Context: an optimization exercise on an open-source flow, tuned for small area, a short achievable clock period and few clock cycles. The choices shown serve that exercise and are no tape-out recipe. In this exercise RTL edits were held to simulation tests only and were not proved equivalent to the original. Power and IR drop assume default switching activity.

==> inputs of v20 <==
==> flow/design.v <==
module ece350_cpu(
    input         clock,
    input         reset,
    output [31:0] address_imem,
    input  [31:0] q_imem,
    output [31:0] address_dmem,
    output [31:0] data,
    output        wren,
    input  [31:0] q_dmem);
    reg  [31:0] pc;
    reg         xAdd, xSub, xAnd, xOr, xSll, xSra, xMul, xDiv;
    reg         xLw, xSw, xBne, xBlt, xBex, xPassB, xOvfEn, xAddi, xPred, xWen;
    reg  [4:0]  xRd, xSh;
    reg  [31:0] xA, xB, xC;
    reg  [32*32-1:0] rf;      
    reg  [31:1] valid;
    wire [31:0] bOp   = xSub ? ~xB : xB;
    wire [31:0] sum   = xA + bOp + {31'd0, xSub};
    wire        ovf   = xOvfEn & (xA[31] == bOp[31]) & (sum[31] != xA[31]);
    function [31:0] rev;
        input [31:0] x;
        integer j;
        begin
            for (j = 0; j < 32; j = j + 1)
                rev[j] = x[31 - j];
        end
    endfunction
    wire [31:0] shIn  = xSll ? rev(xA) : xA;
    wire [63:0] shr64 = {{32{xSra & xA[31]}}, shIn} >> xSh;
    wire [31:0] shOut = xSll ? rev(shr64[31:0]) : shr64[31:0];
    wire [31:0] alu   = xAnd ? (xA & xB) :
                        xOr  ? (xA | xB) :
                        (xSll | xSra) ? shOut : sum;
    wire        neq   = xA != xB;
    wire        subNeg = sum[31] ^ ((xA[31] != xB[31]) & (sum[31] != xA[31]));
    wire        lt    = ~subNeg & neq;
    wire        taken = (xBne & neq) | (xBlt & lt) | (xBex & (xB != 32'd0));
    wire        mispred = (xBne | xBlt | xBex) & (taken ^ xPred);
    wire        mdRun;             
    wire        mdDone;            
    wire [31:0] mdRes;
    wire        mdExc;
    muldiv MD(.clock(clock), .reset(reset), .mul(xMul), .div(xDiv),
        .a(xA), .b(xB), .run(mdRun), .done(mdDone), .result(mdRes), .exc(mdExc));
    wire        stall = mdRun;
    wire        exc   = ovf | mdExc;
    wire [31:0] excCode = xMul ? 32'd4 : xDiv ? 32'd5 : xAddi ? 32'd2 : xSub ? 32'd3 : 32'd1;
    wire [31:0] res   = exc ? excCode :
                        xLw ? q_dmem :
                        xPassB ? xB :
                        (xMul | xDiv) ? mdRes : alu;
    wire        wen   = ~stall & (exc | xWen);
    wire [4:0]  waddr = exc ? 5'd30 : xRd;
    wire [11:0] dAddr = xA[11:0] + xB[11:0];
    assign address_dmem = {20'd0, dAddr};
    assign data = xC;
    assign wren = xSw;
    reg         wWen;
    reg  [4:0]  wAddr;
    reg  [31:0] wRes;
    always @(posedge clock or posedge reset)
        if (reset)
            wWen <= 1'b0;
        else
            wWen <= wen;
    always @(posedge clock) begin
        wAddr <= waddr;
        wRes  <= res;
    end
    genvar i;
    generate
        for (i = 1; i < 32; i = i + 1) begin : regs
            always @(posedge clock)
                if (wWen && wAddr == i)
                    rf[32*i +: 32] <= wRes;
        end
    endgenerate
    always @(posedge clock or posedge reset)
        if (reset)
            valid <= 31'd0;
        else if (wWen && wAddr != 5'd0)
            valid[wAddr] <= 1'b1;
    wire [31:1] readable;
    generate
        for (i = 1; i < 32; i = i + 1) begin : rdbl
            assign readable[i] = valid[i] & ~(wWen && wAddr == i);
        end
    endgenerate
    wire [31:0] ins = q_imem;
    wire [4:0]  op  = ins[31:27];
    wire lowOp  = ~op[4] & ~op[3];
    wire isR    = lowOp & op[2:0] == 3'b000;
    wire isJ    = op[2:0] == 3'b001;
    wire isBne  = op[2:0] == 3'b010;
    wire isJal  = op[2:0] == 3'b011;
    wire isJr   = op[2:0] == 3'b100;
    wire isAddi = lowOp & op[2:0] == 3'b101;
    wire isBlt  = lowOp & op[2:0] == 3'b110;
    wire isSw   = op[2:0] == 3'b111;
    wire isLw   = op[3];
    wire isSetx = op[4] & op[0];
    wire isBex  = op[4] & ~op[0];
    wire [4:0] aluop = ins[6:2];
    wire [31:0] imm = {{15{ins[16]}}, ins[16:0]};
    wire [31:0] T   = {5'd0, ins[26:0]};
    wire [4:0] aP = ins[21:17];
    wire qRt  = ~op[4] & (op[2:0] == 3'b000);
    wire qRd  = ~op[4] & (op[2:0] != 3'b000);
    wire qR30 = op[4];
    wire [4:0] aQ = qR30 ? 5'd30 : qRt ? ins[16:12] : ins[26:22];
    reg  [31:0] rfP, rfQ;
    integer k;
    always @(*) begin
        rfP = 32'd0;
        rfQ = 32'd0;
        for (k = 1; k < 32; k = k + 1) begin
            rfP = rfP | ({32{readable[k] && aP == k}} & rf[32*k +: 32]);
            rfQ = rfQ | ({32{readable[k] && ((qRt && ins[16:12] == k) || (qRd && ins[26:22] == k) || (qR30 && k == 30))}} & rf[32*k +: 32]);
        end
        rfP = rfP | ({32{wWen && aP == wAddr}} & wRes);
        rfQ = rfQ | ({32{wWen && ((qRt && ins[16:12] == wAddr) || (qRd && ins[26:22] == wAddr) || (qR30 && wAddr == 5'd30))}} & wRes);
    end
    wire byP = exc ? (aP == 5'd30) : (xWen && aP == xRd);
    wire byQ = exc ? (aQ == 5'd30) : (xWen && aQ == xRd);
    wire [31:0] valP = byP ? res : rfP;
    wire [31:0] valQ = byQ ? res : rfQ;
    wire [31:0] pcp1 = pc + 32'd1;
    wire [31:0] tgt  = pcp1 + imm;
    wire        cond = isBne | isBlt;
    wire        pred = cond | isBex;
    wire [31:0] altPC = pcp1;
    wire [31:0] nextPC = mispred ? xC :
                         (isJ | isJal | isBex) ? T :
                         isJr ? valQ :
                         cond ? tgt : pcp1;
    wire useImm = isAddi | isLw | isSw;
    wire [31:0] bIn = useImm ? imm : isJal ? pcp1 : isSetx ? T : valQ;
    wire [31:0] cIn = isSw ? valQ : altPC;
    wire [4:0] rdIn = isJal ? 5'd31 : isSetx ? 5'd30 : ins[26:22];
    wire wenIn = (isR | isAddi | isLw | isJal | isSetx) && rdIn != 5'd0;
    always @(posedge clock or posedge reset) begin
        if (reset)
            pc <= 32'd0;
        else if (!stall)
            pc <= nextPC;
    end
    always @(posedge clock or posedge reset) begin
        if (reset) begin
            {xAdd, xSub, xAnd, xOr, xSll, xSra, xMul, xDiv} <= 8'd0;
            {xLw, xSw, xBne, xBlt, xBex, xPassB, xOvfEn, xAddi, xPred, xWen} <= 10'd0;
        end else if (!stall) begin
            if (mispred) begin
                {xAdd, xSub, xAnd, xOr, xSll, xSra, xMul, xDiv} <= 8'd0;
                {xLw, xSw, xBne, xBlt, xBex, xPassB, xOvfEn, xAddi, xPred, xWen} <= 10'd0;
            end else begin
                xAdd   <= (isR & aluop == 5'd0) | useImm;
                xSub   <= (isR & aluop == 5'd1) | isBlt;
                xAnd   <= isR & aluop == 5'd2;
                xOr    <= isR & aluop == 5'd3;
                xSll   <= isR & aluop == 5'd4;
                xSra   <= isR & aluop == 5'd5;
                xMul   <= isR & aluop == 5'd6;
                xDiv   <= isR & aluop == 5'd7;
                xLw    <= isLw;
                xSw    <= isSw;
                xBne   <= isBne;
                xBlt   <= isBlt;
                xBex   <= isBex;
                xPassB <= isJal | isSetx;
                xOvfEn <= (isR & (aluop == 5'd0 | aluop == 5'd1)) | isAddi;
                xAddi  <= isAddi;
                xPred  <= pred;
                xWen   <= wenIn;
            end
        end
    end
    always @(posedge clock)
        if (!stall)
            xRd <= rdIn;
    always @(posedge clock) begin
        xSh <= ins[11:7];
        xA  <= valP;
        xB  <= bIn;
        xC  <= cIn;
    end
    assign address_imem = pc;
endmodule
module muldiv(
    input         clock, reset,
    input         mul, div,
    input  [31:0] a, b,
    output        run, done,
    output [31:0] result,
    output        exc);
    localparam IDLE = 3'd0, SETUP = 3'd1, MUL = 3'd2, DIVA = 3'd3, DIVB = 3'd4, DONE = 3'd5;
    reg  [2:0]  state;
    reg  [31:0] R, Q;
    reg  [32:0] D;
    reg         neg, isDiv, big, dbig;
    reg  [5:0]  cnt;
    wire [31:0] absA = a[31] ? -a : a;
    wire [31:0] absB = b[31] ? -b : b;
    wire        aZero = a == 32'd0;
    wire        bZero = b == 32'd0;
    wire        start = (mul | div) & (state == IDLE);
    wire        trivial = aZero | bZero;
    wire [31:0] tr, td;
    assign tr[31] = R[31];
    assign td[31] = D[31];
    genvar t;
    generate
        for (t = 0; t < 31; t = t + 1) begin : therm
            assign tr[t] = tr[t+1] | R[t];
            assign td[t] = td[t+1] | D[t];
        end
    endgenerate
    wire        rLtD = |(td & ~tr);    
    wire [30:0] ovfPair;
    generate
        for (t = 1; t < 32; t = t + 1) begin : pairs
            assign ovfPair[t-1] = tr[t] & td[32-t];
        end
    endgenerate
    wire        setupDone = (state == SETUP) & (|ovfPair);
    wire [26:0] far;
    generate
        for (t = 0; t < 27; t = t + 1) begin : farBits
            assign far[t] = td[t] & ~td[t+1] & tr[t+5];
        end
    endgenerate
    wire        step4 = |far;
    wire [32:0] dOp = (state == DIVB) ? {1'b0, D[32:1]} : D;
    wire        sub = (state != MUL);
    wire [33:0] addRes = {2'b0, R} + {1'b0, sub ? ~dOp : dOp} + {33'd0, sub};
    wire        geq = sub & addRes[33];    
    wire [31:0] v    = isDiv ? Q : R;
    wire [31:0] vNeg = neg ? -v : v;
    wire        mulOvf = big | (R[31] & ~(neg & R[30:0] == 31'd0));
    wire        divZero = (state == DIVA) & (cnt == 6'd0) & ~geq;
    assign done   = (start & trivial) | setupDone | divZero | (state == DONE);
    assign run    = (mul | div) & ~done;
    assign result = (state == DONE) ? vNeg : 32'd0;
    assign exc    = (state == DONE) ? (~isDiv & mulOvf) :
                    (state == SETUP) ? setupDone :
                    (start & div & bZero);
    always @(posedge clock or posedge reset) begin
        if (reset)
            state <= IDLE;
        else case (state)
            IDLE:  if (start & ~trivial) state <= div ? DIVA : SETUP;
            SETUP: state <= setupDone ? IDLE : MUL;
            MUL:   if (Q[31:1] == 31'd0) state <= DONE;
            DIVA:  if (divZero) state <= IDLE;
                   else if (~geq) state <= DIVB;
            DIVB:  if (cnt == 6'd1) state <= DONE;
            default: state <= IDLE;
        endcase
    end
    always @(posedge clock) begin
        case (state)
            IDLE: begin
                neg   <= a[31] ^ b[31];
                isDiv <= div;
                big   <= 1'b0;
                dbig  <= 1'b0;
                cnt   <= 6'd0;
                R     <= absA;
                D     <= {1'b0, absB};
                Q     <= 32'd0;
            end
            SETUP: begin
                R <= 32'd0;
                Q <= rLtD ? R : D[31:0];
                D <= {1'b0, rLtD ? D[31:0] : R};
            end
            MUL: begin
                if (Q[0]) begin
                    R   <= addRes[31:0];
                    big <= big | addRes[32] | dbig | D[32];
                end
                D    <= {D[31:0], 1'b0};
                dbig <= dbig | D[32];
                Q    <= {1'b0, Q[31:1]};
            end
            DIVA: begin
                if (step4) begin
                    D   <= {D[28:0], 4'd0};
                    cnt <= cnt + 6'd4;
                end else if (geq) begin
                    D   <= {D[31:0], 1'b0};
                    cnt <= cnt + 6'd1;
                end
            end
            DIVB: begin
                D   <= dOp;
                cnt <= cnt - 6'd1;
                if (geq) begin
                    R <= addRes[31:0];
                    Q <= {Q[30:0], 1'b1};
                end else
                    Q <= {Q[30:0], 1'b0};
            end
            default: ;
        endcase
    end
endmodule
==> flow/flow/run.sh <==
#!/bin/bash
set -euo pipefail
bash standard.sh MATCH_CELL_FOOTPRINT=0 SETUP_SLACK_MARGIN=5.5 finish > standard_flow.log 2>&1
==> flow/standard.sh <==
#!/bin/bash
# synth_recipe.tcl (not shown) runs the flow's synth.tcl, then flattens the netlist and writes it again
# the make line also repeats each setting of config.mk as NAME=value (left out here)
make -C /OpenROAD-flow-scripts/flow DESIGN_CONFIG=/design/flow/config.mk WORK_HOME=/design/flow/orfs CLKGATE_MAP_FILE= SYNTH_SCRIPT=/design/flow/synth_recipe.tcl "${@:-finish}"
==> flow/config.mk <==
export PLATFORM = sky130hd
export DESIGN_NAME = ece350_cpu
export DESIGN_NICKNAME = ece350_cpu
export VERILOG_FILES = /design/flow/design.v
export SDC_FILE = /design/flow/constraint.sdc
export NUM_CORES = 4
export LEC_CHECK = 0
export CAP_MARGIN = 20
export CORE_MARGIN = 2
export CORE_UTILIZATION = 35
export SLEW_MARGIN = 20
==> flow/constraint.sdc <==
create_clock -name core_clock -period 11.0 [get_ports {clock}]
set_input_delay 2.2000 -clock core_clock [delete_from_list [all_inputs] [get_ports {clock}]]
set_output_delay 2.2000 -clock core_clock [all_outputs]
set_load 0.01 [all_outputs]
==> v38: changes against v20 <==
--- a/flow/design.v
+++ b/flow/design.v
@@ -17,23 +17,15 @@
     wire [31:0] bOp   = xSub ? ~xB : xB;
     wire [31:0] sum   = xA + bOp + {31'd0, xSub};
     wire        ovf   = xOvfEn & (xA[31] == bOp[31]) & (sum[31] != xA[31]);
-    function [31:0] rev;
-        input [31:0] x;
-        integer j;
-        begin
-            for (j = 0; j < 32; j = j + 1)
-                rev[j] = x[31 - j];
-        end
-    endfunction
-    wire [31:0] shIn  = xSll ? rev(xA) : xA;
-    wire [63:0] shr64 = {{32{xSra & xA[31]}}, shIn} >> xSh;
-    wire [31:0] shOut = xSll ? rev(shr64[31:0]) : shr64[31:0];
+    wire [31:0] shl   = xA << xSh;
+    wire [63:0] shr64 = {{32{xA[31]}}, xA} >> xSh;
+    wire [31:0] shr   = shr64[31:0];
     wire [31:0] alu   = xAnd ? (xA & xB) :
                         xOr  ? (xA | xB) :
-                        (xSll | xSra) ? shOut : sum;
+                        xSll ? shl :
+                        xSra ? shr : sum;
     wire        neq   = xA != xB;
-    wire        subNeg = sum[31] ^ ((xA[31] != xB[31]) & (sum[31] != xA[31]));
-    wire        lt    = ~subNeg & neq;
+    wire        lt    = (xB[31] != xA[31]) ? xB[31] : (xB[30:0] < xA[30:0]);    
     wire        taken = (xBne & neq) | (xBlt & lt) | (xBex & (xB != 32'd0));
     wire        mispred = (xBne | xBlt | xBex) & (taken ^ xPred);
     wire        mdRun;             
@@ -51,41 +43,22 @@
                         (xMul | xDiv) ? mdRes : alu;
     wire        wen   = ~stall & (exc | xWen);
     wire [4:0]  waddr = exc ? 5'd30 : xRd;
-    wire [11:0] dAddr = xA[11:0] + xB[11:0];
-    assign address_dmem = {20'd0, dAddr};
+    assign address_dmem = xA + xB;
     assign data = xC;
     assign wren = xSw;
-    reg         wWen;
-    reg  [4:0]  wAddr;
-    reg  [31:0] wRes;
-    always @(posedge clock or posedge reset)
-        if (reset)
-            wWen <= 1'b0;
-        else
-            wWen <= wen;
-    always @(posedge clock) begin
-        wAddr <= waddr;
-        wRes  <= res;
-    end
     genvar i;
     generate
         for (i = 1; i < 32; i = i + 1) begin : regs
             always @(posedge clock)
-                if (wWen && wAddr == i)
-                    rf[32*i +: 32] <= wRes;
+                if (wen && waddr == i)
+                    rf[32*i +: 32] <= res;
         end
     endgenerate
     always @(posedge clock or posedge reset)
         if (reset)
             valid <= 31'd0;
-        else if (wWen && wAddr != 5'd0)
-            valid[wAddr] <= 1'b1;
-    wire [31:1] readable;
-    generate
-        for (i = 1; i < 32; i = i + 1) begin : rdbl
-            assign readable[i] = valid[i] & ~(wWen && wAddr == i);
-        end
-    endgenerate
+        else if (wen && waddr != 5'd0)
+            valid[waddr] <= 1'b1;
     wire [31:0] ins = q_imem;
     wire [4:0]  op  = ins[31:27];
     wire lowOp  = ~op[4] & ~op[3];
@@ -104,21 +77,16 @@
     wire [31:0] imm = {{15{ins[16]}}, ins[16:0]};
     wire [31:0] T   = {5'd0, ins[26:0]};
     wire [4:0] aP = ins[21:17];
-    wire qRt  = ~op[4] & (op[2:0] == 3'b000);
-    wire qRd  = ~op[4] & (op[2:0] != 3'b000);
-    wire qR30 = op[4];
-    wire [4:0] aQ = qR30 ? 5'd30 : qRt ? ins[16:12] : ins[26:22];
+    wire [4:0] aQ = op[4] ? 5'd30 : (op[2:0] == 3'b000) ? ins[16:12] : ins[26:22];
     reg  [31:0] rfP, rfQ;
     integer k;
     always @(*) begin
         rfP = 32'd0;
         rfQ = 32'd0;
         for (k = 1; k < 32; k = k + 1) begin
-            rfP = rfP | ({32{readable[k] && aP == k}} & rf[32*k +: 32]);
-            rfQ = rfQ | ({32{readable[k] && ((qRt && ins[16:12] == k) || (qRd && ins[26:22] == k) || (qR30 && k == 30))}} & rf[32*k +: 32]);
-        end
-        rfP = rfP | ({32{wWen && aP == wAddr}} & wRes);
-        rfQ = rfQ | ({32{wWen && ((qRt && ins[16:12] == wAddr) || (qRd && ins[26:22] == wAddr) || (qR30 && wAddr == 5'd30))}} & wRes);
+            rfP = rfP | ({32{valid[k] && aP == k}} & rf[32*k +: 32]);
+            rfQ = rfQ | ({32{valid[k] && aQ == k}} & rf[32*k +: 32]);
+        end
     end
     wire byP = exc ? (aP == 5'd30) : (xWen && aP == xRd);
     wire byQ = exc ? (aQ == 5'd30) : (xWen && aQ == xRd);
@@ -127,12 +95,12 @@
     wire [31:0] pcp1 = pc + 32'd1;
     wire [31:0] tgt  = pcp1 + imm;
     wire        cond = isBne | isBlt;
-    wire        pred = cond | isBex;
-    wire [31:0] altPC = pcp1;
+    wire        pred = (cond & ins[16]) | isBex;
+    wire [31:0] altPC = (cond & ~ins[16]) ? tgt : pcp1;
     wire [31:0] nextPC = mispred ? xC :
                          (isJ | isJal | isBex) ? T :
                          isJr ? valQ :
-                         cond ? tgt : pcp1;
+                         (cond & ins[16]) ? tgt : pcp1;
     wire useImm = isAddi | isLw | isSw;
     wire [31:0] bIn = useImm ? imm : isJal ? pcp1 : isSetx ? T : valQ;
     wire [31:0] cIn = isSw ? valQ : altPC;
@@ -154,7 +122,7 @@
                 {xLw, xSw, xBne, xBlt, xBex, xPassB, xOvfEn, xAddi, xPred, xWen} <= 10'd0;
             end else begin
                 xAdd   <= (isR & aluop == 5'd0) | useImm;
-                xSub   <= (isR & aluop == 5'd1) | isBlt;
+                xSub   <= isR & aluop == 5'd1;
                 xAnd   <= isR & aluop == 5'd2;
                 xOr    <= isR & aluop == 5'd3;
                 xSll   <= isR & aluop == 5'd4;
==> flow/run.sh (new file) <==
#!/bin/bash
# synth_recipe.tcl (not shown) runs the flow's synth.tcl, then flattens the netlist and writes it again
# the make line also repeats each setting of config.mk as NAME=value (left out here)
make -C /OpenROAD-flow-scripts/flow DESIGN_CONFIG=/design/flow/config.mk WORK_HOME=/design/flow/orfs CLKGATE_MAP_FILE= SYNTH_SCRIPT=/design/flow/synth_recipe.tcl finish
Settings changed: CORE_UTILIZATION 35 to 30, SETUP_SLACK_MARGIN set to 5.
removed: flow/flow/run.sh
removed: flow/standard.sh
==> summary of the runs <==
v20 went through all stages and came out clean. v38 produced a layout that fails on max-capacitance violations, max-slew violations. Against v20, the clock skew of v38 is higher by 0.021 ns. Between v38 and v20, the lower critical path depth is in v20 (gap 3). Against v38, the cell area of v20 is higher by 1.3%. Of v20 and v38, v20 has the higher first-iteration DRC count (gap 8.0%, measured against v38). Of v38 and v20, v20 has the higher synthesized cell count (gap about 1.4%, measured against v20).
==> figures <==
item                                                                                                   v38        v20
Result of the run                                                                 finished with violations  no timing/DRC/antenna violations
Layout check failures                                      max-capacitance violations, max-slew violations          -
Post-DR wirelength/cell                                                                           41.38 µm   43.97 µm
WL met3                                                                                           69730 µm   70550 µm
Antenna diodes                                                                                          22          7
Worst path depth                                                                                        14         11
Post-detailed-routing wire length                                                                447900 µm  460700 µm
Time the final worst path needs with I/O delays and setup                                         6.567 ns   5.653 ns
Final Util                                                                                          0.3612     0.4147
Internal Power                                                                                    12.44 mW   12.90 mW
Number of violations of the max-capacitance limit                                                        1          0
Post-synthesis cell type count                                                                         116        103
Inserted Clock Buffers                                                                                 144        147
Testbench counts of v20, summed over its fixed seeds: cycles 57,574.
Testbench counts of v38, summed over its fixed seeds: cycles 57,663.

-- re-timing with driven ports --
Ports are ideal in the flow. The routed layouts listed here were re-timed in OpenROAD.
Step 1 assumes that a clkbuf_16 drives the clock port and a buf_2 every other input.
Step 2 adds t to the input delays and takes it off the output delays; t is the mean of the earliest and latest rising clock arrival at the registers after step 1. Input paths then give back, and output paths get back, about the clock's delay inside the block.
Slacks: ideal ports / drivers / drivers and shift; pairs: ideal ports / drivers.
run	shift t [ns]	setup slack, ns	hold WS [ns]	worst setup path at the end	clock arrival spread, ns
v20	0.905	5.347 / 5.370 / 4.492	0.473 / 0.473 / 0.473	input to register	0.062 / 0.063
v38	0.904	4.433 / 4.349 / 4.076	0.498 / 0.498 / 0.498	input to register	0.083 / 0.083
For v20, which loses most, drivers alone change the setup slack by +0.023 ns; drivers and shift together by -0.855 ns.
